Background: an optimization exercise with open tools, aiming at small area and a short achievable clock period. Do not read the settings as production practice.
No run shown here included a check of the RTL's function; only the layout flow was run.
Power and IR drop assume default switching activity.

==> flow/design.v (outline; a module is shown in full before it is edited, if it fits) <==
// module TempVerilogMultiplier: 2321 lines
module TempVerilogMultiplier(
    input clk,
    input reset,
    input en,
    input [31:0] in0,
    input [31:0] in1,
    input [31:0] in2,
    input signedOp,
    output [63:0] out0,
    output [63:0] out0Pre
    );
  // ...
==> flow/flow/run.sh <==
#!/bin/bash
# Own layout flow: the standard ORFS flow with two changes:
#  - synthesis runs Yosys's synth with -noabc (in addition to -nofsm -noshare), so the
#    carry-save adder cells written in the RTL reach extract_fa as written (no inverters
#    between full adders); the final ABC mapping of the remaining logic is unchanged.
#  - port buffers are plain sky130_fd_sc_hd__buf_1 cells instead of the default choice.
set -euo pipefail
HERE=$(pwd)
sed 's/yosys synth -nofsm -noshare/yosys synth -nofsm -noshare -noabc/' synth_recipe.tcl > my_synth.tcl
EXTRA=()
if [[ -f flow/extra_make_args ]]; then
  while IFS= read -r line; do [[ -n "$line" ]] && EXTRA+=("$line"); done < flow/extra_make_args
fi
bash standard.sh SYNTH_SCRIPT="$HERE/my_synth.tcl" \
  "BUFFER_PORTS_ARGS=-buffer_cell sky130_fd_sc_hd__buf_1" "${EXTRA[@]}" finish > standard_flow.log 2>&1
==> flow/standard.sh <==
#!/bin/bash
# synth_recipe.tcl (not shown) runs the flow's synth.tcl, then flattens the netlist and writes it again
# the make line also repeats each setting of config.mk as NAME=value (left out here)
make -C /OpenROAD-flow-scripts/flow DESIGN_CONFIG=/design/flow/config.mk WORK_HOME=/design/flow/orfs CLKGATE_MAP_FILE= SYNTH_SCRIPT=/design/flow/synth_recipe.tcl "${@:-finish}"
==> flow/config.mk <==
export PLATFORM = sky130hd
export DESIGN_NAME = TempVerilogMultiplier
export DESIGN_NICKNAME = TempVerilogMultiplier
export VERILOG_FILES = /design/flow/design.v
export SDC_FILE = /design/flow/constraint.sdc
export NUM_CORES = 4
export LEC_CHECK = 0
export CAP_MARGIN = 20
export CORE_MARGIN = 2
export CORE_UTILIZATION = 40
export SETUP_SLACK_MARGIN = 1.2
export SLEW_MARGIN = 20
==> flow/constraint.sdc <==
create_clock -name core_clock -period 5.6 [get_ports {clk}]
set_input_delay 1.1200 -clock core_clock [delete_from_list [all_inputs] [get_ports {clk}]]
set_output_delay 1.1200 -clock core_clock [all_outputs]
set_load 0.01 [all_outputs]
==> reports/results.env, run 1 <==
LARGEST_REGISTERS='result x64, x3r x33, xr x32'
ASYNC_FLOP_SHARE=0
LAYOUT_COMMON_CELLS='376 x xnor2_1, 341 x a22o_1, 218 x a221oi_1, 218 x fa_1, 207 x dfxtp_1'
R2R_DEPTH=12
DR_WL_MET2_MM=45.4
RR_ENDPOINT='rg27'
SLEW_HEADROOM=0.508
INITIAL_CORE_UTIL=0.403
POST_CTS_RESIZED=244
CRITPATHMOSTFREQUENTCELL='fa_2'
DESIGN.SEQ.COUNT=288
WORST_SLACK_NS=1.12
HOLD_PATH_CLASS='flop to flop'
SYNTH_LARGEST_AREA_CELL='fa_1'
REG2REG_SLACK_NS=1.12
CRITPATHARRIVALTIME_NS=4.93
DRC_ERRORS=0
CLOCK_BUFFER_COUNT_FROM_CTS=35
AREA.SHARE.SEQUENTIAL=0.178
FINALNONFILLERCELLS=3850
POWER.COMBINATIONAL.TOTAL_W=0.0169
YOSYS-MUX-AREA-FRACTION=0
TIMING.FINAL.HOLD_VIOLATIONS=0
POWER_REPORT.INTERNAL_TOTAL_W=0.0129
CTS_TREE='yes'
CLOCK_POWER_SHARE=0.104
SYNTHESIZED_AREA_PER_CELL_UM2=9.94
CLOCK_SINK_COUNT=288
CRIT_CHAIN='buf_4 > a22o_1 > a221oi_2 > xnor2_1 > fa_2 > fa_2 > fa_2 > fa_1 > fa_2 > fa_1 > ha_1 > a21o_1'
HTREE_LEVELS=2
CORE_AREA_UM2=71400
STATUS='complete, no violations'
FIRST_GLOBAL_VIAS=24700
==> run 2, diff against run 1 <==
--- a/flow/config.mk
+++ b/flow/config.mk
@@ -8,5 +8,5 @@
 export CAP_MARGIN = 20
 export CORE_MARGIN = 2
 export CORE_UTILIZATION = 40
-export SETUP_SLACK_MARGIN = 1.2
+export SETUP_SLACK_MARGIN = 1.0
 export SLEW_MARGIN = 20
==> reports/results.env, run 2 <==
CLK_PATH_BUF_DEPTH=3
CP-END-KIND='flop'
PERIOD_NEEDED_NS=4.59
DESIGN.DIE.AREA_UM2=74000
ANTENNA_VIOLATING_NETS_POST_ROUTE=0
LAYOUT.CELLS.MOST_COMMON='xnor2_1'
SYNTHDOMINANTCELLAREASHARE=0.215
FINISH.NET_COUNT=3425
WORST_HOLD_ENDPOINT='result[5]'
R2R-START='bm3_1'
FINALHOLDWORSTSLACK_NS=0.347
CORE_AREA_UM2=71400  # unchanged
SLEW_HEADROOM=0.425  # -0.0830
DRT_FIRST_PASS_ITERS=7
ROUTED_WIRE_LENGTH_PER_INSTANCE_UM=27.0
POST-ROUTE-UTIL=0.458
GRT_USE_TOTAL=0.275
SETUP_VIOL=0
ROOT_BUFFER='clkbuf_16'
TIMING_WORST_SLEW_PIN_VALUE_NS=0.861
TIMING.FINAL.CRIT_SHARE=0.819
IO_BUFFERS=193
IO_PINS=228
AREA_GROWTH_PCT=13.6
CRITICAL_PATH.MAX_FANOUT=14
LAYOUT_COMMON_CELLS='386 x xnor2_1, 342 x a22o_1, 278 x a221oi_1, 270 x fa_1, 211 x dfxtp_1'
FINAL_SUM_OF_NEGATIVE_SETUP_SLACK_NS=0
CLKTRANSATPATHREGS_NS=0.06
POSTSYNTH.TOPFLOPCELL='dfxtp_1'
TIMING.FINAL.HOLD_VIOLATIONS=0  # unchanged
DRV_SLEW=0
SEQUENTIAL_FRACTION_OF_THE_SYNTHESIS_AREA=0.201
CLOCK_SINK_COUNT=288  # unchanged
INITIAL_CORE_UTIL=0.403  # unchanged
OVERFLOW=0
CTS-HOLD-FIX-BUFFERS=0
ROW_COUNT=98
CTS_TREE='yes'
SYNTH_LARGEST_AREA_CELL='fa_1'
SETUP.WORST_PATH.START_CLASS='flop'
DIEHEIGHT_UM=272
HTREE_LEVELS=2  # unchanged
ASYNC_FLOP_SHARE=0  # unchanged
CLOCK_BUFFER_COUNT_FROM_CTS=38  # +8.6%
R2R_DEPTH=11  # -1
VIA_COUNT=24700
CLOCK-SKEW-FINAL_NS=0.0292
ROUTE.DETAILED.VIAS_PER_INST=6.41
INITIALDRTVIOLATIONCOUNT=2952
FINAL_LAYOUT_SIZE_SUFFIX_GT1_FRAC=0.162
YS_TOP_CELLS_BY_AREA='fa_1 21%, dfxtp_1 20%, xnor2_1 12%'
HOLD-PATH-CELL-COUNT=0
SYN_INST=2892
REG2REG_SLACK_NS=1.01  # -0.10 ns
MAX-CAP-VIOLATIONS=0
SYNTHDISTINCTLIBCELLS=60
SYNTH_AREA_UM2=28700
MAXIMUM_NUMBER_OF_PINS_ON_ONE_NET_BEFORE_GLOBAL_ROUTE_REPAIR=36
RSZ0062_AT_GRT='true'
HOLD_PATH_CLASS='flop to flop'
CRITPATHARRIVALTIME_NS=5.05  # +0.12 ns
FIRST_GLOBAL_VIAS=25000  # +1.5%
WORST_IR_DROP_VDD_uV=474
WORSTSKEWPAIRLATENCY_NS=0.57
YOSYSMOSTFREQUENTCELL='xnor2_1'
POWER_LEAKAGE_nW=12.4
RR_ENDPOINT='rp21'
TOTALWIRELENGTH_MM=104
LAST_WEIGHTED_CONGESTION_VALUE_OF_THE_ROUTABILITY_DRIVEN_PLACER=0.944
ANTENNA_VIOLATIONS_BEFORE_REPAIR=2
POST_SYNTHESIS_REGISTER_BIT_COUNT=288
SYNTHESIZED_AREA_PER_CELL_UM2=9.94  # unchanged
SYNTH_NETS=3440
GRT_FIRST_PASS_WIRELENGTH_MM=155
LARGEST-REGISTER='result'
YOSYS-TOP-CELLS-COUNT='390 x xnor2_1, 362 x clkbuf_1, 343 x a221oi_1'
WORSTPATHREQUIRED_NS=6.06
SYNTH_EDF_COUNT=0
DRC_ERRORS=0  # unchanged
LARGEST_REGISTERS='result x64, x3r x33, xr x32'
LARGEST_REGISTER_FF_COUNT=64
POWERDENSITY_nW_PER_UM2=702
MIN-DELAY-START='plo5'
FLOORPLAN.DIE.WIDTH_UM=272
CRIT_TYPE='flop to flop'
CLOCK.FMAX_MHz=218
SYNTH_WARNINGS=1
STATUS='complete, no violations'
HPWL_AFTER_DETAILED_PLACEMENT_MM=74.6
run 2: cell types whose count changed in the layout (fill, tap and decap cells not counted), sizes merged, moves of 2 or more:
cell / change
buf: +3
clkbuf: -5
clkinv: -2
clkinvlp: +5
inv: +4
run 2: layout make-up:
cell class	count	area, µm²
fill	6650	38700
multi-input combinational	2055	21300
sequential	288	5950
timing repair buffer	395	2500
tap	950	1190
clock buffer	44	1000
inverter	99	372
clock inverter	24	328
antenna	1	2.50
run 2: worst max-delay path by stage:
stage	startpoint	endpoint	slack, ns	cells past startpoint
after floorplan	bm3_1	rg33	1.05	14
after global placement	xr[28]	rg27	0.57	10
after detailed placement	xr[28]	rg27	0.52	10
after CTS	xr[30]	rg27	0.98	11
after global routing	xr[25]	rg27	0.95	12
final	bm3_1	rp21	1.01	11
run 2: layer usage:
metal	GRT usage	wire, µm	part of all wire
met4	0.112	4320	0.041
met5	0.00513	69	0.00066
met1	0.361	42000	0.40
met2	0.408	44200	0.42
met3	0.0993	13600	0.13
run 2: cell families after synthesis:
| kind of cell | after synthesis | share of synthesized area |
|---|---|---|
| buffers and inverters | 549 | 0.0801 |
| XOR/XNOR | 472 | 0.144 |
| flip-flops | 288 | 0.201 |
| adder cells (fa/ha/maj) | 448 | 0.275 |
| AND/OR/NAND/NOR | 235 | 0.0403 |
| AO/OA/AOI/OAI | 900 | 0.260 |
run 2: timing repair:
action	in CTS	in global routing
gates resized for setup	87	156
pin swaps	2	30
buffers inserted	7	14
gates cloned	0	0
setup endpoints to repair	50	34
run 2: critical path, cell delays in order, from the launching register on:
cell	delay [ns]
dfxtp_4	0.40
buf_4	0.22
a22o_1	0.24
a221oi_1	0.34
xnor2_1	0.16
fa_2	0.44
fa_1	0.47
fa_1	0.46
fa_1	0.62
fa_1	0.45
fa_1	0.38
ha_1	0.29
run 2: power by group:
| part | switching (W) | internal (W) |
|---|---|---|
| Clock | 0.000993 | 0.00158 |
| Combinational | 0.00862 | 0.00762 |
| Sequential | 0.000806 | 0.00331 |
run 2: stage by stage:
step                      std cells  total power (W)  cell area (µm²)  setup WS, ns
after CTS                      3841           0.0231            31900         0.978
after detailed placement       3766           0.0203            30300         0.520
after global routing           3856           0.0258            32700         0.949
after floorplan                2892           0.0156            28800          1.05
final                          3856           0.0229            32700          1.01
after global placement         3766           0.0199            30300         0.568

-- static timing again, ports no longer ideal --
The flow's constraints put no driver on any port. The routed layouts listed below were extracted and timed again, unchanged, in two steps.
Step 1: set_driving_cell puts a clkbuf_16 on clk and a buf_2 on each other input, an assumption about the parent block.
Step 2 also shifts input and output timing later by t, the mid clock arrival at the registers, as if the neighbouring blocks saw the same clock.
a / b / c = no drivers / after step 1 / after step 2; a / b = the first two.
run | t (ns) | setup slack, ns | worst setup path after step 2
run 1 | 0.621 | 1.115 / 1.115 / 1.115 | register to register
run 2 | 0.623 | 1.013 / 1.013 / 1.013 | register to register
After both steps setup and hold are still met in every run listed.
